From an optimization exercise on the open Yosys and OpenROAD flow, aimed at small area and few clock cycles per item; shortcuts taken in it are not production practice.
RTL that was checked went through simulation tests only; none was proved equivalent to the original.
Only the layout flow was run in run 6; the RTL was not checked for function there.

==> flow/design.v <==
module perm( output wire [ 63 : 0 ] r,
              input wire [ 63 : 0 ] x );
  genvar j;
  generate
    for ( j = 0; j < 63; j = j + 1 ) begin : g
      assign r[ ( 16 * j ) % 63 ] = x[ j ];
    end
  endgenerate
  assign r[ 63 ] = x[ 63 ];
endmodule
module sbox( output wire [ 3 : 0 ] r,
              input wire [ 3 : 0 ] x );
  assign r[3] = (~x [ 3 ] & ~x [ 1 ] & ~x [ 0 ]) | (~x [ 3 ] & x [ 1 ] & x [ 0 ]) | 
                (~x [ 3 ] & x [ 2 ] & x [ 1 ]) | (x [ 3 ] & ~x [ 2 ] & x [ 1 ]) | 
                (x [ 3 ] & ~x [ 2 ] & x [ 0 ]);
  assign r[2] = (~x [ 3 ] & ~x [ 2 ] & ~x [ 1 ]) | (~x [ 2 ] & x [ 1 ] & ~x [ 0 ]) | 
                (x [ 3 ] & x [ 2 ] & ~x [ 1 ]) | (x [ 3 ] & ~x [ 1 ] & x [ 0 ]) | 
                (~x [ 3 ] & x [ 2 ] & x [ 1 ] & x [ 0 ]);             
  assign r[1] = (~x [ 3 ] & ~x [ 2 ] & x [ 1 ]) | (~x [ 3 ] & x [ 1 ] & ~x [ 0 ]) | 
                (x [ 3 ] & x [ 2 ] & x [ 0 ]) | (x [ 3 ] & ~x [ 2 ] & ~x [ 1 ]) | 
                (~x [ 2 ] & x [ 1 ] & ~x [ 0 ]);            
  assign r[0] = (~x [ 3 ] & ~x [ 2 ] & x [ 0 ]) | (~x [ 3 ] & x [ 1 ] & x [ 0 ]) | 
                (x [ 3 ] & x [ 2 ] & ~x [ 1 ] & x [ 0 ]) | (x [ 3 ] & ~x [ 2 ] & ~x [ 1 ] & ~x [ 0 ]) | 
                (~x [ 3 ] & x [ 2 ] & ~x [ 1 ] & ~x [ 0 ]) | (x [ 3 ] & x [ 1 ] & ~x [ 0 ]);  
endmodule
module sp_layer( output wire [ 63 : 0 ] r,
                  input wire [ 63 : 0 ] x );
  wire [ 63 : 0 ] s;
  genvar j;
  generate
    for ( j = 0; j < 16; j = j + 1 ) begin : g
      sbox sb( .r( s[ 4 * j +: 4 ] ), .x( x[ 4 * j +: 4 ] ) );
    end
  endgenerate
  perm p( .r( r ), .x( s ) );
endmodule
module key_schedule( output wire [ 79 : 0 ] r,
                      input wire [ 79 : 0 ] x,
                      input wire [  4 : 0 ] i );
  wire [ 79 : 0 ] t0;
  wire [  3 : 0 ] s;
  assign t0 = { x[ 18 : 0 ], x[ 79 : 19 ] };
  sbox sb( .r( s ), .x( t0[ 79 : 76 ] ) );
  assign r = { s, t0[ 75 : 20 ], t0[ 19 : 15 ] ^ i, t0[ 14 : 0 ] };
endmodule
module encrypt_v2(  input wire [ 80 - 1 : 0 ]   k,
                    input wire [ 64 - 1 : 0 ]   m,
                   output wire [ 64 - 1 : 0 ]   c,
                    input wire                  clk,
                    input wire                  req,
                   output wire                  ack );
  localparam LR = 2;             
  localparam R  = 1 << LR;
  localparam PW = 5 - LR;        
  reg [ 63 : 0 ]     state;      
  reg [ 79 : 0 ]     key;        
  reg [ PW - 1 : 0 ] phase;      
  reg                done;
  reg                load_s;     
  reg                load_k0;    
  reg                load_k1;    
  wire [ 79 : 0 ] kc [ 0 : R ];
  wire [ 63 : 0 ] xs [ 1 : R ];
  wire [ 63 : 0 ] sp0;
  wire [ PW - 1 : 0 ] phase_n = phase + 1'b1;
  assign kc[ 0 ] = { load_k0 ? k[ 79 : 40 ] : key[ 79 : 40 ],
                     load_k1 ? k[ 39 :  0 ] : key[ 39 :  0 ] };
  sp_layer sp( .r( sp0 ), .x( state ) );
  assign xs[ 1 ] = ( load_s ? m : sp0 ) ^ kc[ 0 ][ 79 : 16 ];
  genvar j;
  generate
    for ( j = 1; j < R; j = j + 1 ) begin : stage
      wire [ 63 : 0 ] t;
      key_schedule ks( .r( kc[ j ] ), .x( kc[ j - 1 ] ), .i( { phase, j[ LR - 1 : 0 ] } ) );
      sp_layer sp( .r( t ), .x( xs[ j ] ) );
      assign xs[ j + 1 ] = t ^ kc[ j ][ 79 : 16 ];
    end
  endgenerate
  key_schedule ksl( .r( kc[ R ] ), .x( kc[ R - 1 ] ), .i( { phase_n, { LR { 1'b0 } } } ) );
  always @( posedge clk ) begin
    if ( !done )
      state <= xs[ R ];
    key  <= kc[ R ];
    load_s  <= !req;
    load_k0 <= !req | done;
    load_k1 <= !req | ( phase == { PW { 1'b1 } } );
    if ( !req ) begin
      phase <= 0;
      done  <= 1'b0;
    end else if ( !done ) begin
      phase <= phase_n;
      done  <= ( phase == { PW { 1'b1 } } );
    end
  end
  assign ack = done;
  assign c   = state;
endmodule
==> flow/flow/run.sh <==
#!/bin/bash
# Layout flow: the standard synthesis, then the combinational logic between the
# registers is re-mapped by ABC for area (the registers, their names and cell types stay
# as the standard synthesis made them), then the standard layout with 1x port buffers.
set -euo pipefail
W=$(pwd)
F=$W/flow
YOSYS=yosys
if [[ -x $FLOW_HOME/../tools/install/yosys/bin/yosys ]]; then
  YOSYS=$FLOW_HOME/../tools/install/yosys/bin/yosys
fi
LIB=$FLOW_HOME/platforms/$FLOW_PLATFORM/lib/sky130_fd_sc_hd__tt_025C_1v80.lib
R=$W/orfs/results/$FLOW_PLATFORM/encrypt_v2/base
EXTRA="GPL_KEEP_OVERFLOW=0"

bash standard.sh synth > $W/synth.log 2>&1
cp $R/1_2_yosys.v $W/standard_synth.v

# flip-flop cell types in the standard netlist stay black boxes
FFS=$(grep -oE 'sky130_fd_sc_hd__(dfxtp|edfxtp|dfrtp|dfstp|dfbbp|sdfxtp|dlxtp|conb)[a-z0-9_]*' $W/standard_synth.v | sort -u | tr '\n' ' ')
printf 'set_driving_cell sky130_fd_sc_hd__buf_1\nset_load 5\n' > $W/abc.constr

# resyn IN OUT SCRIPT: one ABC pass over the combinational logic of netlist IN
resyn() {
  local in=$1 out=$2 script=$3
  cat > $out.ys <<EOT
read_liberty -ignore_miss_func $LIB
setattr -mod -set keep_hierarchy 1 $FFS
read_verilog $in
hierarchy -top $FLOW_TOP
flatten
opt_clean
abc -script $F/$script.abc -liberty $LIB -D 4000 -constr $W/abc.constr -dont_use sky130_fd_sc_hd__probe_p_8 -dont_use sky130_fd_sc_hd__probec_p_8 -dont_use sky130_fd_sc_hd__lpflow_*
opt_clean -purge
hierarchy -top $FLOW_TOP
tee -o $out.area stat -liberty $LIB
write_verilog -noattr -noexpr -nohex -nodec -selected $out.all
EOT
  $YOSYS -s $out.ys > $out.log 2>&1
  awk -v top="$FLOW_TOP" '$1=="module" && $2 ~ "^"top"\\(" {p=1} p{print} p && /^endmodule/{p=0}' $out.all > $out
  grep -q "^module $FLOW_TOP(" $out
}
area() { grep "Chip area for top module" $1.area | awk '{print $NF}'; }

# pick the smallest of several ABC scripts, twice
best=$W/standard_synth.v
for round in 1 2; do
  if [[ $round == 1 ]]; then scripts="b1 d2 c2 a2"; else scripts="d2 e1 e4"; fi
  for s in $scripts; do resyn $best $W/resyn_${round}_$s.v $s & done
  wait
  cand=$best; carea=1e12
  [[ $round == 2 ]] && carea=$(area $best)
  for s in $scripts; do
    a=$(area $W/resyn_${round}_$s.v)
    echo "round $round script $s area $a" >> $W/resyn_choice.log
    if awk -v a=$a -v b=$carea 'BEGIN{exit !(a<b)}'; then cand=$W/resyn_${round}_$s.v; carea=$a; fi
  done
  best=$cand
  echo "round $round best $best $carea" >> $W/resyn_choice.log
done
cp $best $W/resyn.v
cp $W/resyn.v $R/1_2_yosys.v

bash standard.sh finish "BUFFER_PORTS_ARGS=-buffer_cell sky130_fd_sc_hd__buf_1" $EXTRA > $W/layout.log 2>&1
==> flow/flow/a2.abc <==
strash
&get -n
&st
&dch
&nf -R 1000
&put
topo
stime -c
buffer -c
upsize -c
dnsize -c
==> flow/flow/b1.abc <==
strash
&get -n
&st
&dch
&nf -R 1000
&st
&dch
&nf -R 1000
&put
topo
stime -c
buffer -c
upsize -c
dnsize -c
==> flow/flow/c2.abc <==
strash
&get -n
&st
&dch -x
&nf -R 2000 -E 3
&st
&dch -x
&nf -R 2000 -E 3
&st
&dch -x
&nf -R 2000 -E 3
&put
topo
stime -c
buffer -c
upsize -c
dnsize -c
==> flow/flow/d2.abc <==
strash
&get -n
&st
&dch
&nf -R 1000
&put
strash
dch -f
amap
topo
stime -c
buffer -c
upsize -c
dnsize -c
==> flow/flow/e1.abc <==
strash
dch -f
amap
strash
dch -f
amap
topo
stime -c
buffer -c
upsize -c
dnsize -c
==> flow/flow/e4.abc <==
strash
&get -n
&st
&dch
&nf -R 1000
&put
strash
dch -f
amap -m
topo
stime -c
buffer -c
upsize -c
dnsize -c
==> flow/standard.sh <==
#!/bin/bash
# synth_recipe.tcl (not shown) runs the flow's synth.tcl, then flattens the netlist and writes it again
# the make line also repeats each setting of config.mk as NAME=value (left out here)
make -C /OpenROAD-flow-scripts/flow DESIGN_CONFIG=/design/flow/config.mk WORK_HOME=/design/flow/orfs CLKGATE_MAP_FILE= SYNTH_SCRIPT=/design/flow/synth_recipe.tcl "${@:-finish}"
==> flow/config.mk <==
export PLATFORM = sky130hd
export DESIGN_NAME = encrypt_v2
export DESIGN_NICKNAME = encrypt_v2
export VERILOG_FILES = /design/flow/design.v
export SDC_FILE = /design/flow/constraint.sdc
export NUM_CORES = 4
export LEC_CHECK = 0
export CAP_MARGIN = 20
export CORE_MARGIN = 2
export CORE_UTILIZATION = 60
export CTS_CLUSTER_SIZE = 30
export PLACE_DENSITY = 0.75
export SLEW_MARGIN = 20
==> flow/constraint.sdc <==
create_clock -name core_clock -period 5.0 [get_ports {clk}]
set_input_delay 1.0000 -clock core_clock [delete_from_list [all_inputs] [get_ports {clk}]]
set_output_delay 1.0000 -clock core_clock [all_outputs]
set_load 0.01 [all_outputs]
==> results.toml, run 1 <==
[outcome]
status = "complete, no violations"

[timing]
tns_ns = 0
min_period_ns = 4.831
finalCritPeriodShare_pct = 96.62
worst_pin_slew_ns = 1.099
slew_headroom_pct = 26.53
maxSlewViolCount = 0
grt_setup_unrepaired = "true"
setup_slack_ns = 0.1688
hold_viol_final = 0
max_freq_ghz = 0.2070
hold_slack_ns = 0.5737
fin_worst_skew_ns = 0.01376
timing.final.setup_violations = 0

[drt]
met2WireLength_mm = 25.58
wl_met3_mm = 7.913
avgViaCountPerCell = 6.434
drt-met1-wl_mm = 21.82
wl_mm = 60.06
drt-initial-drc-count = 2531
top_layer = "met4"
vias = 18200
drt_first_pass_iters = 7
postRouteAntennaNets = 0
avgRoutedWirePerCell_um = 21.24
drc = 0

[placed_design]
place_ws_ns = -0.7921
io_buffers = 210
gp_congestion = 1.044
dp_hpwl_mm = 46.45

[global_routing]
grt_pass1_vias = 14860
grt_max_degree = 58
grt_antenna_before_repair = 2
grt_util_all_layers_pct = 45.24
grt_pass1_wl_mm = 83.39
grt_overflow = 0

[logic_synthesis]
syn-instance-count = 2261
yosys_warnings = 1
syn_nets = 2407
synth.avg_cell_area_um2 = 6.285
netlist_area_um2 = 14210

[hold_path]
hold_depth = 2
hp-start = "key[24]"
worstHoldEndpoint = "key[28]"
min_path_type = "reg2reg"

[clocking]
root_buffer = "clkbuf_16"
htreeDepth = 4
cts.sinks = 151
path_clk_slew_ns = 0.07
cts_tree = "built"
cts_buffer_depth = 2
cts_inserted_buffers = 17
clock_latency_ns = 0.44
holdBufCountCts = 0

[setup_path]
crit_fanout = 5
reg2reg_slack_ns = 0.17
crit_path_start_kind = "flop"
worstPathArrival_ns = 4.99
regToRegEndpoint = "state[52]"
worstPathRequired_ns = 5.16
endpoint_kind = "flop"
rr_worst_depth = 18
r2r-start = "state[7]"
critical_path_class = "reg2reg"

[die]
die_w_um = 157.9
core_um2 = 23330
rows = 56
die-area_um2 = 24930
start_util_pct = 60.90
boundaryPins = 211
dieHeight_um = 157.9

[final_layout]
drive_gt1_share_pct = 13.95
final_nets = 2642
antenna_cells = 0
area_growth_pct = 20.23
fill_cells = 1937
fin_util_pct = 73.22

[flow_run]
drv_cap = 0
[cells in the final DEF (no fill, tap or decap), types with 35 or more instances in the layout]
cell type and n:
inv_1 277, o21ai_1 95, o21ai_2 35, a21oi_1 178, a21oi_2 79, nor2_1 524
o21ai_0 150, dfxtp_1 84, edfxtp_1 64, nor3_1 45, o22ai_1 135, buf_1 210
o22ai_2 43, nand2_1 228
[state kept, by name, summed over array words and instances, names as in the netlist]
name     count
done         1
key         80
load_k0      1
load_k1      1
load_s       1
phase        3
state       64
[final cells by class]
cell class	instances	area, um2	area share, %
inverter	315	1214	7.104
clock inverter	12	120.1	0.7031
tap	319	399.1	2.336
timing repair buffer	248	1159	6.782
multi-input combinational	1763	10080	59.01
clock buffer	20	436.7	2.556
sequential	151	3675	21.51
[layer usage]
layer | vias to the layer above | track usage [%]
met5 | - | 0
met4 | 0 | 30.87
met3 | 253 | 9.910
met2 | 1274 | 69.30
met1 | 8116 | 56.86
li1 | 8552 | -
[what timing repair did]
action / CTS / global route
setup buffers: 3 / 31
pin swaps: 2 / 23
setup endpoints to repair: 64 / 64
gates resized for setup: 39 / 183
[worst max path at each step]
| stage | from | end | slack, ns |
|---|---|---|---|
| 6_report | state[7] | state[52] | 0.17 |
| 5_1_grt | state[16] | state[26] | -0.17 |
| 4_1_cts | state[7] | state[42] | 0.03 |
| 3_5_place_dp | load_s | state[59] | -0.79 |
| 3_3_place_gp | load_s | state[57] | -3.26 |
| 2_1_floorplan | k[63] | state[52] | 0.90 |
[stage by stage]
step                cell area (um2)  std cells
global placement              15160       2758
finish                        17080       2828
floorplan                     14210       2261
global route                  17080       2828
detailed placement            15260       2762
CTS                           16000       2797
[worst max-delay path, stage by stage, from the launching register on]
cell and delay [ns]:
edfxtp_1 0.43, inv_1 0.12, a22oi_2 0.30, nor2_1 0.11, a21oi_2 0.28, o22ai_1 0.17, a21oi_2 0.25, inv_1 0.10
nor2_1 0.15, a21oi_1 0.10, o21ai_0 0.56, nor2_1 0.17, o32ai_1 0.61, nor2_1 0.09, a21oi_1 0.31, nor2_1 0.14
a222oi_1 0.36, buf_4 0.18, o21ai_0 0.11
Testbench counts, summed over its fixed seeds: cycles 4,600, items 512.
==> run 2, diff against run 1 <==
--- a/flow/config.mk
+++ b/flow/config.mk
@@ -9,5 +9,4 @@
 export CORE_MARGIN = 2
 export CORE_UTILIZATION = 60
-export CTS_CLUSTER_SIZE = 30
 export PLACE_DENSITY = 0.75
 export SLEW_MARGIN = 20
==> run 2 against run 1 <==
Still clean. Final area stayed put. Wire length unchanged. Flip-flop and latch count stayed put. Sequential share of layout area did not move. First-iteration DRC count stayed put. Clock skew is the same. Critical endpoint unchanged.
==> results.toml, run 2 <==
[setup_path]
crit_chain = "inv_1, a22oi_2, nor2_1, a21oi_2, o22ai_1, a21oi_2, inv_1, nor2_1, a21oi_1, o21ai_0, nor2_1, o32ai_1, nor2_1, a21oi_1, nor2_1, a222oi_1, buf_4, o21ai_0"
crit_fanout = 5
critical_path_class = "reg2reg"
cp_top_family = "compound AO/OA/AOI/OAI gates"
cp_num_buf_inv = 3
crit_path_start_kind = "flop"
crit_path_top_delay_cell = "o32ai_1"
cpMostUsedCell = "nor2_1"
slowest_delay_ns = 0.61
endpoint_kind = "flop"
worstPathRequired_ns = 5.16
worstPathArrival_ns = 4.99

[global_routing]
grt_max_degree = 58
grt_overflow = 0
grt_pass1_wl_mm = 83.39
grt_antenna_before_repair = 2
grt_pass1_vias = 14860
grt_util_all_layers_pct = 45.24

[die]
die_w_um = 157.9
die-area_um2 = 24930
start_util_pct = 60.90
boundaryPins = 211
dieHeight_um = 157.9
rows = 56
core_um2 = 23330

[drt]
avgRoutedWirePerCell_um = 21.24
wl_mm = 60.06
avgViaCountPerCell = 6.434
postRouteAntennaNets = 0
drt_first_pass_iters = 7
top_layer = "met4"
drt-initial-drc-count = 2531
wl_met3_mm = 7.913
vias = 18200
drc = 0
drt-met1-wl_mm = 21.82
met2WireLength_mm = 25.58

[final_layout]
final_cells = 2828
mostFrequentLayoutCells = "nor2_1 (524), inv_1 (277), nand2_1 (228)"
area_growth_pct = 20.23
fin_util_pct = 73.22
final_common_cell = "nor2_1"
final_nets = 2642
top_regs = "key: 80 flops, state: 64 flops, phase: 3 flops"
drive_gt1_share_pct = 13.95
fill_cells = 1937
largest_reg_flops = 80
top_register = "key"
antenna_cells = 0

[placed_design]
gp_congestion = 1.044
dp_hpwl_mm = 46.45
place_inst = 2762
io_buffers = 210

[timing]
timing.final.setup_violations = 0
hold_viol_final = 0
slew_headroom_pct = 26.53
finalCritPeriodShare_pct = 96.62
fin_worst_skew_ns = 0.01376
worst_pin_slew_ns = 1.099
grt_setup_unrepaired = "true"
maxSlewViolCount = 0
max_freq_ghz = 0.2070
min_period_ns = 4.831

[clocking]
cts_inserted_buffers = 17
path_clk_slew_ns = 0.07
cts_tree = "built"
clock_latency_ns = 0.44
root_buffer = "clkbuf_16"
htreeDepth = 4
cts_buffer_depth = 2
cts.sinks = 151

[logic_synthesis]
netlist_area_um2 = 14210
synth.avg_cell_area_um2 = 6.285
syn-instance-count = 2261
syn_nets = 2407
yosys_warnings = 1

[hold_path]
min_path_type = "reg2reg"

[outcome]
status = "complete, no violations"

[flow_run]
drv_cap = 0
run 2: cell counts in the layout (fill, tap and decap cells not counted):
No cell type changed its count.
run 2: worst reg2reg max path, cell delays in order, from the launching register on:
cell and delay, ns:
edfxtp_1 0.43, inv_1 0.12, a22oi_2 0.30, nor2_1 0.11, a21oi_2 0.28, o22ai_1 0.17, a21oi_2 0.25, inv_1 0.10
nor2_1 0.15, a21oi_1 0.10, o21ai_0 0.56, nor2_1 0.17, o32ai_1 0.61, nor2_1 0.09, a21oi_1 0.31, nor2_1 0.14
a222oi_1 0.36, buf_4 0.18, o21ai_0 0.11
run 2: timing repair:
action,in CTS,in global routing
pin swaps,2,23
resized for setup,39,183
setup buffers,3,31
setup endpoints to repair,64,64
hold buffers,0,0
run 2: final timing paths:
kind / startpoint / to / slack, ns / cells after the start
max: state[7] / state[52] / 0.17 / 18
min: key[24] / key[28] / 0.57 / 2
max reg2reg: state[7] / state[52] / 0.17 / 18
min reg2reg: key[24] / key[28] / 0.57 / 2
run 2: through the flow:
step / TNS, ns / hold slack [ns] / area [um2] / setup WS, ns
6_report: 0 / 0.5737 / 17080 / 0.1688
5_1_grt: -1.271 / 0.5969 / 17080 / -0.1710
4_1_cts: 0 / 0.5887 / 16000 / 0.02571
3_5_place_dp: -30.08 / 0.5767 / 15260 / -0.7921
3_3_place_gp: -183.88 / 0.5426 / 15160 / -3.261
2_1_floorplan: 0 / 0.4893 / 14210 / 0.9048
run 2: layer usage:
layer | vias up | track usage (%)
li1 | 8552 | -
met1 | 8116 | 56.86
met2 | 1274 | 69.30
met3 | 253 | 9.910
met4 | 0 | 30.87
met5 | - | 0
run 2: layout make-up:
cell class                      count  area, um2  share of cell area, %
Multi-Input combinational cell   1763      10080                  59.01
Tap cell                          319      399.1                  2.336
Clock buffer                       20      436.7                  2.556
Clock inverter                     12      120.1                 0.7031
Timing Repair Buffer              248       1159                  6.782
Inverter                          315       1214                  7.104
Sequential cell                   151       3675                  21.51
==> run 3, diff against run 2 <==
--- a/flow/flow/run.sh
+++ b/flow/flow/run.sh
@@ -46,5 +46,5 @@
 best=$W/standard_synth.v
 for round in 1 2; do
-  if [[ $round == 1 ]]; then scripts="b1 d2 c2 a2"; else scripts="d2 e1 e4"; fi
+  if [[ $round == 1 ]]; then scripts="b1 d2 c2 a2"; else scripts="d2n e1n e4n"; fi
   for s in $scripts; do resyn $best $W/resyn_${round}_$s.v $s & done
   wait
==> flow/flow/d2n.abc (new file) <==
strash
&get -n
&st
&dch
&nf -R 1000
&put
strash
dch -f
amap
topo
stime -c
topo
==> flow/flow/e1n.abc (new file) <==
strash
dch -f
amap
strash
dch -f
amap
topo
stime -c
topo
==> flow/flow/e4n.abc (new file) <==
strash
&get -n
&st
&dch
&nf -R 1000
&put
strash
dch -f
amap -m
topo
stime -c
topo
--- a/flow/config.mk
+++ b/flow/config.mk
@@ -9,4 +9,6 @@
 export CORE_MARGIN = 2
 export CORE_UTILIZATION = 60
+export CTS_BUF_LIST = sky130_fd_sc_hd__clkbuf_8
 export PLACE_DENSITY = 0.75
+export SETUP_SLACK_MARGIN = 0.03
 export SLEW_MARGIN = 20
==> run 3 against run 2 <==
The layout now fails its checks (negative setup slack). Wire length increased by 6.4%. Die area down 4.5%. Register-to-register slack got worse by 0.18 ns. Maximum frequency down 3.7%. Worst hold slack worse by 0.0018 ns. Critical path type unchanged. Critical endpoint is now state[61].
==> results.toml, run 3 <==
[final_layout]
top_regs = "key: 80 flops, state: 64 flops, phase: 3 flops"
drive_gt1_share_pct = 17.31
largest_reg_flops = 80
final_common_cell = "nor2_1"
layout.area.seq_um2 = 3675
fin_util_pct = 77.82
area_growth_pct = 28.76
top_register = "key"
final_nets = 2663
multi_input_area_um2 = 10280
fill_cells = 1774
mostFrequentLayoutCells = "nor2_1 (513), clkinv_1 (297), buf_1 (210)"

[drt]
vias = 18890
avgViaCountPerCell = 6.704
drc = 0
wl_mm = 63.88
postRouteAntennaNets = 0
drt-initial-drc-count = 2959
drt_first_pass_iters = 9
avgRoutedWirePerCell_um = 22.68

[die]
core_um2 = 22430
die_w_um = 154.3
boundaryPins = 211
die-area_um2 = 23820
dieHeight_um = 154.3
rows = 55
start_util_pct = 60.44

[placed_design]
dp_hpwl_mm = 44.00
gp_congestion = 1.054
io_buffers = 210

[timing]
max_freq_ghz = 0.1994
grt_setup_unrepaired = "true"
min_period_ns = 5.016
finalCritPeriodShare_pct = 100.3
slew_headroom_pct = 19.19
worst_pin_slew_ns = 1.212
timing.final.setup_violations = 1
hold_viol_final = 0
fin_worst_skew_ns = 0.02007
maxSlewViolCount = 0
setup_slack_ns = -0.01565

[outcome]
violations = "negative setup slack"
status = "failed layout checks"

[global_routing]
grt_antenna_before_repair = 1
grt_pass1_wl_mm = 86.12
grt_pass1_vias = 15220
grt_use_met3_pct = 10.45
use_met1_pct = 63.03
use_met2_pct = 70.36
grt_max_degree = 67
grt_overflow = 0
grt_util_all_layers_pct = 48.25
grt.busiest_layer = "met2"

[clocking]
holdBufCountCts = 0
cts_tree = "built"
path_clk_slew_ns = 0.10
cts.sinks = 151
htreeDepth = 4
cts_buffer_depth = 2
cts_inserted_buffers = 17
root_buffer = "clkbuf_8"
clock_latency_ns = 0.50

[logic_synthesis]
syn_nets = 2356
syn-instance-count = 2210
synth.avg_cell_area_um2 = 6.135
yosys_warnings = 1
netlist_area_um2 = 13560

[setup_path]
worstPathRequired_ns = 5.17
worstPathArrival_ns = 5.18
crit_fanout = 6
crit_path_start_kind = "flop"
critical_path_class = "reg2reg"
endpoint_kind = "flop"

[hold_path]
min_path_type = "reg2reg"

[flow_run]
drv_cap = 0
==> run 3: through the flow <==
step | instance area, um2 | setup slack, ns | std cells | hold WS [ns] | setup TNS [ns]
2_1_floorplan | 13570 | 0.1591 | 2210 | 0.4888 | 0
4_1_cts | 15860 | -0.03579 | 2754 | 0.5611 | -0.1220
3_3_place_gp | 14710 | -2.206 | 2705 | 0.5223 | -112.59
3_5_place_dp | 14720 | -2.319 | 2705 | 0.5432 | -118.22
6_report | 17460 | -0.01565 | 2817 | 0.5719 | -0.01565
5_1_grt | 17450 | -0.2980 | 2815 | 0.6084 | -3.498
==> run 3: worst paths after layout <==
kind,startpoint,depth (start not counted),slack [ns],endpoint
hold / removal,key[63],2,0.57,key[67]
setup reg to reg,state[20],24,-0.02,state[61]
hold reg to reg,key[63],2,0.57,key[67]
setup / recovery,state[20],24,-0.02,state[61]
==> run 3: final cells by class <==
| cell class | count | share of cell area [%] |
|---|---|---|
| timing repair buffer | 288 | 8.442 |
| inverter | 327 | 7.346 |
| clock inverter | 14 | 0.8026 |
| multi-input combinational | 1732 | 58.87 |
| sequential | 151 | 21.05 |
| clock buffer | 18 | 1.419 |
| tap | 285 | 2.042 |
| antenna | 2 | 0.02867 |
==> run 3: metal layers <==
layer | routed length (um) | share of wire [%]
met5 | 0 | 0
met2 | 25450 | 40
met1 | 22160 | 35
met3 | 10150 | 16
met4 | 6124 | 9.6
==> run 3: critical path: stages, from the launching register on <==
cell and delay (ns):
edfxtp_1 0.59, buf_4 0.23, buf_4 0.12, nor3_1 0.16, a2111oi_0 0.09, a211oi_1 0.26
buf_4 0.17, buf_4 0.10, a21oi_2 0.09, a21oi_2 0.20, nor2_1 0.07, o32ai_2 0.37
nor2_1 0.07, a21oi_1 0.22, clkinv_1 0.17, nor2_1 0.21, nor2_1 0.11, o32ai_2 0.31
nor2_1 0.09, a21oi_2 0.22, clkinv_1 0.17, nor2_2 0.17, o21ai_0 0.10, o22ai_1 0.21
o21ai_0 0.19
==> run 3: what timing repair did <==
action,CTS,global route
pin swaps,2,26
setup buffers,17,61
setup endpoints to repair,64,64
gates resized for setup,166,320
==> run 4, diff against run 3 <==
--- a/flow/flow/run.sh
+++ b/flow/flow/run.sh
@@ -45,10 +45,10 @@
 # pick the smallest of several ABC scripts, twice
 best=$W/standard_synth.v
-for round in 1 2; do
-  if [[ $round == 1 ]]; then scripts="b1 d2 c2 a2"; else scripts="d2n e1n e4n"; fi
+for round in 1 2 3; do
+  if [[ $round == 1 ]]; then scripts="b1 d2 c2 a2"; else scripts="d2 e4 g3 g4"; fi
   for s in $scripts; do resyn $best $W/resyn_${round}_$s.v $s & done
   wait
   cand=$best; carea=1e12
-  [[ $round == 2 ]] && carea=$(area $best)
+  [[ $round != 1 ]] && carea=$(area $best)
   for s in $scripts; do
     a=$(area $W/resyn_${round}_$s.v)
==> flow/flow/g3.abc (new file) <==
strash
&get -n
&st
&synch2
&nf -R 1000
&put
strash
dch -f
amap
topo
stime -c
buffer -c
upsize -c
dnsize -c
==> flow/flow/g4.abc (new file) <==
strash
&get -n
&st
&if -K 6
&mfs
&st
&dch
&nf -R 1000
&put
strash
dch -f
amap
topo
stime -c
buffer -c
upsize -c
dnsize -c
--- a/flow/config.mk
+++ b/flow/config.mk
@@ -9,6 +9,4 @@
 export CORE_MARGIN = 2
 export CORE_UTILIZATION = 60
-export CTS_BUF_LIST = sky130_fd_sc_hd__clkbuf_8
 export PLACE_DENSITY = 0.75
-export SETUP_SLACK_MARGIN = 0.03
 export SLEW_MARGIN = 20
removed: flow/flow/d2n.abc
removed: flow/flow/e1n.abc
removed: flow/flow/e4n.abc
==> run 4 against run 3 <==
Global-route usage decreased by 2.1 points. Die area increased by 4.2%. Highest routed layer unchanged. Clock skew decreased by 0.0017 ns. Via count decreased by 3.5%. The layout still fails its checks (negative setup slack). Register-to-register slack got worse by 0.02 ns. Flip-flop and latch count unchanged. Maximum frequency decreased by 0.49%.
==> results.toml, run 4 <==
[outcome]
violations = "negative setup slack"
status = "failed layout checks"

[clocking]
holdBufCountCts = 0
root_buffer = "clkbuf_16"
cts.sinks = 151
cts_tree = "built"
cts_inserted_buffers = 17
cts_buffer_depth = 2
clock_latency_ns = 0.46
path_clk_slew_ns = 0.08
htreeDepth = 4

[final_layout]
final_area_um2 = 17150
area_growth_pct = 21.28
final_nets = 2614
drive_gt1_share_pct = 15.40
largest_reg_flops = 80
final_common_cell = "nor2_1"
mostFrequentLayoutCells = "nor2_1 (515), inv_1 (246), buf_1 (210)"
top_register = "key"
fin_util_pct = 73.52
top_regs = "key: 80 flops, state: 64 flops, phase: 3 flops"

[global_routing]
use_met1_pct = 60.08
grt_util_all_layers_pct = 46.13
grt_pass1_vias = 14920
grt_antenna_before_repair = 1
grt.busiest_layer = "met2"
grt_overflow = 0
grt_use_met3_pct = 9.058
grt_pass1_wl_mm = 84.55
use_met2_pct = 69.62
grt_max_degree = 63

[timing]
maxSlewViolCount = 0
finalCritPeriodShare_pct = 100.8
tns_ns = -0.04010
fin_worst_skew_ns = 0.01835
min_period_ns = 5.040
timing.final.setup_violations = 1
worst_pin_slew_ns = 1.059
grt_setup_unrepaired = "true"
setup_slack_ns = -0.04010
max_freq_ghz = 0.1984
slew_headroom_pct = 28.65
hold_viol_final = 0

[setup_path]
endpoint_kind = "flop"
worstPathRequired_ns = 5.18
crit_path_top_delay_cell = "edfxtp_1"
crit_path_start_kind = "flop"
cp_num_buf_inv = 4
crit_start = "state[59]"
slowest_delay_ns = 0.55
crit_fanout = 5
crit_chain = "inv_2, nor2_1, a21oi_1, o211ai_1, a21oi_1, nand2_1, o21ai_2, inv_2, nor2_1, nor2_1, o32ai_2, nor2_1, a21oi_2, inv_2, o22ai_1, nor2_1, a21oi_2, o21ai_1, o31ai_4, inv_1, o22ai_1, o22ai_1, a31oi_2, o21ai_0"
critical_path_class = "reg2reg"
r2r-start = "state[59]"
cpMostUsedCell = "nor2_1"
worstPathArrival_ns = 5.22
cp_top_family = "compound AO/OA/AOI/OAI gates"

[logic_synthesis]
syn-instance-count = 2238
yosys_warnings = 1
synth.avg_cell_area_um2 = 6.320
netlist_area_um2 = 14140
syn_nets = 2384

[drt]
wl_mm = 61.22
drt-initial-drc-count = 2497
drc = 0
avgRoutedWirePerCell_um = 21.86
avgViaCountPerCell = 6.505
postRouteAntennaNets = 0
drt_first_pass_iters = 9
vias = 18220

[die]
die_w_um = 157.5
start_util_pct = 60.62
rows = 56
dieHeight_um = 157.5
die-area_um2 = 24820
boundaryPins = 211
core_um2 = 23330

[placed_design]
io_buffers = 210
dp_hpwl_mm = 46.24
placed_area_um2 = 15270
gp_congestion = 1.062

[hold_path]
hp-start = "key[23]"
min_path_type = "reg2reg"

[flow_run]
drv_cap = 0
-- run 4: cell count changes in the layout (fill, tap and decap cells not counted), moves of 15 or more --
cell	previous run	this run
clkbuf_8	18	1
clkinv_1	297	1
inv_2	24	70
clkbuf_16	0	19
o21ai_2	71	33
o21ai_0	144	109
buf_4	70	25
inv_1	0	246
nor3_1	44	29
o21ai_1	49	96
a21oi_1	183	202
-- run 4: stage by stage --
step / std cells / hold slack (ns) / setup slack, ns
after floorplan: 2238 / 0.4889 / 0.9535
after global placement: 2737 / 0.5312 / -3.309
after detailed placement: 2741 / 0.5278 / -1.066
after CTS: 2774 / 0.5670 / 0.003380
after global routing: 2800 / 0.5954 / -0.1727
final: 2801 / 0.5735 / -0.04010
-- run 4: cell type report --
| type | count | area, um2 |
|---|---|---|
| diodes | 1 | 2.502 |
| clock buffers | 20 | 489.2 |
| clock inverters | 12 | 112.6 |
| fillers | 1965 | 6178 |
| inverters | 321 | 1259 |
| multi-input cells | 1736 | 10110 |
| flip-flops and latches | 151 | 3675 |
| well taps | 319 | 399.1 |
| repair buffers | 241 | 1110 |
-- run 4: path summary, 6_finish.rpt --
kind | endpoint | slack, ns | depth (start not counted)
worst max-delay path | state[51] | -0.04 | 24
worst min-delay path | key[27] | 0.57 | 1
worst max register to register | state[51] | -0.04 | 24
worst min register to register | key[27] | 0.57 | 1
-- run 4: repair_timing --
| item | 4_1_cts | 5_1_grt |
|---|---|---|
| pin swaps | 0 | 10 |
| endpoints found under the setup margin | 64 | 64 |
| gates cloned | 0 | 0 |
| resized for setup | 57 | 170 |
| buffers inserted | 1 | 26 |
-- run 4: layer usage --
layer / vias up / wire, um
met5: - / 0
met4: 0 / 4806
met3: 278 / 8660
met2: 1297 / 25720
met1: 8160 / 22030
li1: 8486 / -
==> run 5, diff against run 4 <==
--- a/flow/design.v
+++ b/flow/design.v
@@ -57,15 +57,12 @@
   reg [ PW - 1 : 0 ] phase;      
   reg                done;
-  reg                load_s;     
-  reg                load_k0;    
-  reg                load_k1;    
+  reg                load;       
   wire [ 79 : 0 ] kc [ 0 : R ];
   wire [ 63 : 0 ] xs [ 1 : R ];
   wire [ 63 : 0 ] sp0;
   wire [ PW - 1 : 0 ] phase_n = phase + 1'b1;
-  assign kc[ 0 ] = { load_k0 ? k[ 79 : 40 ] : key[ 79 : 40 ],
-                     load_k1 ? k[ 39 :  0 ] : key[ 39 :  0 ] };
+  assign kc[ 0 ] = load ? k : key;
   sp_layer sp( .r( sp0 ), .x( state ) );
-  assign xs[ 1 ] = ( load_s ? m : sp0 ) ^ kc[ 0 ][ 79 : 16 ];
+  assign xs[ 1 ] = ( load ? m : sp0 ) ^ kc[ 0 ][ 79 : 16 ];
   genvar j;
   generate
@@ -82,7 +79,5 @@
       state <= xs[ R ];
     key  <= kc[ R ];
-    load_s  <= !req;
-    load_k0 <= !req | done;
-    load_k1 <= !req | ( phase == { PW { 1'b1 } } );
+    load <= !req;
     if ( !req ) begin
       phase <= 0;
--- a/flow/flow/run.sh
+++ b/flow/flow/run.sh
@@ -45,10 +45,10 @@
 # pick the smallest of several ABC scripts, twice
 best=$W/standard_synth.v
-for round in 1 2 3; do
-  if [[ $round == 1 ]]; then scripts="b1 d2 c2 a2"; else scripts="d2 e4 g3 g4"; fi
+for round in 1 2; do
+  if [[ $round == 1 ]]; then scripts="b1 d2 c2 a2"; else scripts="d2 e1 e4"; fi
   for s in $scripts; do resyn $best $W/resyn_${round}_$s.v $s & done
   wait
   cand=$best; carea=1e12
-  [[ $round != 1 ]] && carea=$(area $best)
+  [[ $round == 2 ]] && carea=$(area $best)
   for s in $scripts; do
     a=$(area $W/resyn_${round}_$s.v)
removed: flow/flow/g3.abc
removed: flow/flow/g4.abc
==> run 5 against run 4 <==
The layout still fails its checks (negative setup slack). Cell count up 2.4%. Worst hold slack better by 0.033 ns. Area after synthesis barely moved. Critical path type unchanged.
==> results.toml, run 5 <==
[die]
dieHeight_um = 157.5
boundaryPins = 211
die-area_um2 = 24820
start_util_pct = 60.63
rows = 56
die_w_um = 157.5
core_um2 = 23330

[timing]
timing.final.setup_violations = 7
grt_setup_unrepaired = "true"
maxSlewViolCount = 0
worst_pin_slew_ns = 1.101
hold_viol_final = 0
max_freq_ghz = 0.1945
setup_slack_ns = -0.1426
fin_worst_skew_ns = 0.01404
min_period_ns = 5.143
finalCritPeriodShare_pct = 102.9
slew_headroom_pct = 26.63
tns_ns = -0.4374

[setup_path]
worstPathArrival_ns = 5.32
crit_path_top_delay_cell = "a211oi_2"
worstPathRequired_ns = 5.18
crit_path_start_kind = "flop"
endpoint_kind = "flop"
slowest_delay_ns = 0.57
critical_path_class = "reg2reg"
crit_fanout = 16

[drt]
avgRoutedWirePerCell_um = 22.73
wl_mm = 65.21
drt_first_pass_iters = 10
drt-initial-drc-count = 3222
drc = 0
vias = 19000
avgViaCountPerCell = 6.624
postRouteAntennaNets = 0

[clocking]
htreeDepth = 4
clock_latency_ns = 0.45
path_clk_slew_ns = 0.07
cts_tree = "built"
cts_buffer_depth = 2
cts.sinks = 149
cts_inserted_buffers = 17
root_buffer = "clkbuf_16"

[outcome]
status = "failed layout checks"
violations = "negative setup slack"

[final_layout]
area_growth_pct = 24.99
final_common_cell = "nor2_1"
top_regs = "key: 80 flops, state: 64 flops, phase: 3 flops"
mostFrequentLayoutCells = "nor2_1 (478), inv_1 (315), nand2_1 (231)"
final_nets = 2682
fin_util_pct = 75.78
top_register = "key"
drive_gt1_share_pct = 15.06
largest_reg_flops = 80

[placed_design]
gp_congestion = 1.021
dp_hpwl_mm = 46.44
io_buffers = 210

[logic_synthesis]
syn_nets = 2425
synth.avg_cell_area_um2 = 6.207
netlist_area_um2 = 14150
syn-instance-count = 2279
yosys_warnings = 1

[global_routing]
grt_util_all_layers_pct = 48.12
grt_antenna_before_repair = 0
grt_overflow = 0
grt_max_degree = 39
grt_pass1_vias = 15440
grt_pass1_wl_mm = 88.04

[flow_run]
drv_cap = 0

[hold_path]
min_path_type = "reg2reg"
run 5: worst max-delay path: cells and delay by family, from the launching register on:
family	cells	cell delay (ns)
AO/OA/AOI/OAI	11	2.74
buffers and inverters	7	1.04
AND/OR/NAND/NOR	7	0.69
flip-flops	1	0.36
run 5: area by class of cell:
| cell class | instances | area [um2] |
|---|---|---|
| Multi-Input combinational cell | 1759 | 10230 |
| Fill cell | 1898 | 5652 |
| Sequential cell | 149 | 3627 |
| Timing Repair Buffer | 269 | 1473 |
| Inverter | 338 | 1299 |
| Clock buffer | 20 | 456.7 |
| Tap cell | 319 | 399.1 |
| Clock inverter | 12 | 167.7 |
| Timing Repair inverter | 2 | 22.52 |
| Antenna cell | 1 | 2.502 |
run 5: worst paths after layout:
| check | start | end | slack, ns | cells after the start |
|---|---|---|---|---|
| worst max-delay path | load | state[39] | -0.14 | 25 |
| worst min register to register | done | done | 0.61 | 2 |
| worst min-delay path | done | done | 0.61 | 2 |
| worst max register to register | load | state[39] | -0.14 | 25 |
run 5: repair_timing:
item,4_1_cts,5_1_grt
hold buffers,0,0
buffers inserted,10,37
hold endpoints to repair,0,0
gates cloned,5,4
pin swaps,13,26
setup endpoints to repair,64,63
gates resized for setup,90,203
run 5: metrics by stage:
| stage | hold WS, ns | std cells | setup WS [ns] | area (um2) |
|---|---|---|---|---|
| after floorplan | 0.4889 | 2279 | 0.8959 | 14150 |
| after global placement | 0.5494 | 2775 | -7.193 | 15100 |
| after detailed placement | 0.5852 | 2780 | -1.496 | 15220 |
| after CTS | 0.5945 | 2827 | -0.004746 | 16440 |
| after global routing | 0.6137 | 2868 | -0.1753 | 17680 |
| final | 0.6063 | 2869 | -0.1426 | 17680 |
run 5: per-layer routing:
metal  global-route usage, %  up-vias  routed length, um
met3                   13.02      377              10280
met5                       0        -                  0
li1                        -     8654                  -
met1                   61.52     8391              22490
met2                   68.02     1582              26320
met4                   38.10        0               6115
Testbench counts of run 5, summed over its fixed seeds: cycles 4,600, items 512.
==> run 6, diff against run 5 <==
--- a/flow/design.v
+++ b/flow/design.v
@@ -57,12 +57,20 @@
   reg [ PW - 1 : 0 ] phase;      
   reg                done;
-  reg                load;       
+  reg  [ 3 : 0 ]     ld_s;       
+  reg  [ 3 : 0 ]     ld_k;       
+  wire               last = ( phase == { PW { 1'b1 } } );
   wire [ 79 : 0 ] kc [ 0 : R ];
   wire [ 63 : 0 ] xs [ 1 : R ];
   wire [ 63 : 0 ] sp0;
   wire [ PW - 1 : 0 ] phase_n = phase + 1'b1;
-  assign kc[ 0 ] = load ? k : key;
+  genvar q;
+  generate
+    for ( q = 0; q < 4; q = q + 1 ) begin : ldmux
+      assign kc[ 0 ][ 20 * q +: 20 ] = ld_k[ q ] ? k[ 20 * q +: 20 ] : key[ 20 * q +: 20 ];
+      assign xs[ 1 ][ 16 * q +: 16 ] = ( ld_s[ q ] ? m[ 16 * q +: 16 ] : sp0[ 16 * q +: 16 ] )
+                                      ^ kc[ 0 ][ 16 + 16 * q +: 16 ];
+    end
+  endgenerate
   sp_layer sp( .r( sp0 ), .x( state ) );
-  assign xs[ 1 ] = ( load ? m : sp0 ) ^ kc[ 0 ][ 79 : 16 ];
   genvar j;
   generate
@@ -79,5 +87,6 @@
       state <= xs[ R ];
     key  <= kc[ R ];
-    load <= !req;
+    ld_s <= { !req | done | last, !req | last, !req | done, !req };
+    ld_k <= { !req | ( done & phase[ 2 ] ), !req | ( done & phase[ 1 ] ), !req | ( done & phase[ 0 ] ), !req | ( done & ~phase[ 0 ] ) };
     if ( !req ) begin
       phase <= 0;
==> run 6 against run 5 <==
The layout still fails its checks (negative setup slack). Register-to-register slack about the same. Area after synthesis down 0.99%. Die area decreased by 0.96%. Utilization grew 5.8 points. Setup slack lost 0.0041 ns. Critical path depth shrank 2. Wire length increased by 7.2%. Critical endpoint is now state[41]. Largest cell class unchanged.
==> results.toml, run 6 <==
[global_routing]
grt_overflow = 0
grt_antenna_before_repair = 3
grt_pass1_vias = 15940
grt_util_all_layers_pct = 50.94
grt_max_degree = 43
grt_pass1_wl_mm = 91.86

[placed_design]
io_buffers = 210
gp_congestion = 1.071
dp_hpwl_mm = 49.21
place_inst = 2784

[final_layout]
final_common_cell = "nor2_1"
final_cells = 2935
layout.area.seq_um2 = 3794
drive_gt1_share_pct = 19.97
mostFrequentLayoutCells = "nor2_1 (529), inv_1 (302), nand2_1 (212)"
top_regs = "key: 80 flops, state: 64 flops"
fill_cells = 1583
area_growth_pct = 32.66
multi_input_area_um2 = 10810
top_register = "key"
final_nets = 2752
largest_reg_flops = 80

[outcome]
violations = "negative setup slack"
status = "failed layout checks"

[setup_path]
crit_fanout = 5
crit_path_start_kind = "flop"
worstPathArrival_ns = 5.35
endpoint_kind = "flop"
worstPathRequired_ns = 5.20
critical_path_class = "reg2reg"
slowest_delay_ns = 0.74
crit_chain = "inv_2, nor2_4, nor2_2, a222oi_1, nor2_1, a21oi_2, nor2_1, a21oi_2, nand2_1, nand2_2, inv_2, a221oi_4, nor2_2, a21oi_2, inv_2, nor2_4, nor2_2, nor3_1, a21oi_1, o21ai_2, o21ai_1, a21oi_1, o21ai_2"
crit_path_top_delay_cell = "a222oi_1"

[clocking]
cts_tree = "built"
cts_buffer_depth = 2
clock_latency_ns = 0.46
path_clk_slew_ns = 0.08
cts.sinks = 156
root_buffer = "clkbuf_16"
cts_inserted_buffers = 17
htreeDepth = 4

[die]
die-area_um2 = 24580
boundaryPins = 211
core_um2 = 22780
dieHeight_um = 156.8
die_w_um = 156.8
rows = 55
start_util_pct = 61.49

[timing]
finalCritPeriodShare_pct = 102.9
maxSlewViolCount = 0
grt_setup_unrepaired = "true"
timing.final.setup_violations = 13
worst_pin_slew_ns = 1.004
max_freq_ghz = 0.1943
hold_slack_ns = 0.6019
setup_slack_ns = -0.1467
hold_viol_final = 0
min_period_ns = 5.147
slew_headroom_pct = 32.49
fin_worst_skew_ns = 0.01848

[drt]
drt_first_pass_iters = 12
avgViaCountPerCell = 6.748
drt-initial-drc-count = 3500
avgRoutedWirePerCell_um = 23.82
wl_mm = 69.91
vias = 19800
postRouteAntennaNets = 0
drc = 0

[flow_run]
drv_cap = 0

[logic_synthesis]
syn_nets = 2433
syn-instance-count = 2287
netlist_area_um2 = 14010
yosys_warnings = 1
synth.avg_cell_area_um2 = 6.124

[hold_path]
min_path_type = "reg2reg"
-- run 6: repair_timing --
item,in CTS,in global routing
hold endpoints to repair,0,0
pin swaps,5,67
setup buffers,21,91
hold buffers,0,0
setup endpoints to repair,64,64
gates resized for setup,152,362
cloned,4,0
-- run 6: path summary, 6_finish.rpt --
kind | from | endpoint | slack [ns] | cells past startpoint
worst max-delay path | state[31] | state[41] | -0.15 | 23
worst min-delay path | key[41] | key[45] | 0.60 | 2
worst min register to register | key[41] | key[45] | 0.60 | 2
worst max register to register | state[31] | state[41] | -0.15 | 23
-- run 6: per-layer routing --
metal | global-route usage, % | vias up | part of all wire [%]
met5 | 0 | - | 0
met4 | 37.44 | 0 | 11
met3 | 16.87 | 533 | 17
met2 | 74.35 | 1789 | 39
met1 | 62.46 | 8726 | 33
li1 | - | 8756 | -
-- run 6: cell type report --
type,count,area share (%)
timing repair buffer,323,9.024
sequential,156,20.42
antenna,3,0.04040
clock inverter,14,0.7205
inverter,339,7.030
multi-input combinational,1765,58.20
timing repair inverter,4,0.1481
tap,313,2.108
clock buffer,18,2.310
-- run 6: critical path: cells and delay by family, from the launching register on --
family                 cells  cell delay (ns)
AO/OA/AOI/OAI             10             2.94
AND/OR/NAND/NOR           10             1.17
flip-flops                 1             0.49
buffers and inverters      3             0.29
-- run 6: through the flow --
step                setup TNS, ns  cell area [um2]  utilization (%)  worst slack (ns)
floorplan                       0            14010                -            0.6395
CTS                      -0.06938            16460            72.25          -0.04011
detailed placement         -77.95            15120            66.36            -1.798
global placement           -77.80            15080            66.20            -1.708
finish                    -0.6186            18580            81.57           -0.1467
global route               -5.166            18570            81.54           -0.3305

-- port drivers added, routing unchanged --
No port has a modelled driver above. Below, the same layouts with a new extraction and two added sets of constraints. Step 1 sets driving cells, clkbuf_16 on the clock port and buf_2 on the other inputs (assumed; they add their load-dependent delay and slew). Step 2 also shifts input and output timing later by t, the mid clock arrival at the registers, as if the neighbouring blocks saw the same clock. a / b / c = no drivers / after step 1 / after step 2; a / b = the first two.
| run | t, ns | setup slack, ns | pins driven straight from the clock port |
|---|---|---|---|
| run 1 | 0.492 | 0.169 / 0.169 / -0.086 | 1 |
| run 2 | 0.492 | 0.169 / 0.169 / -0.086 | 1 |
| run 3 | 0.539 | -0.016 / -0.016 / -0.274 | 1 |
| run 4 | 0.500 | -0.040 / -0.040 / -0.105 | 1 |
| run 5 | 0.496 | -0.143 / -0.143 / -0.250 | 1 |
| run 6 | 0.510 | -0.147 / -0.147 / -0.248 | 1 |
With both steps, setup timing fails in run 1 and run 2, where it was met with ideal ports. The setup slack of run 3, which loses most, moves by 0.000 ns with the drivers and by -0.258 ns with both steps.
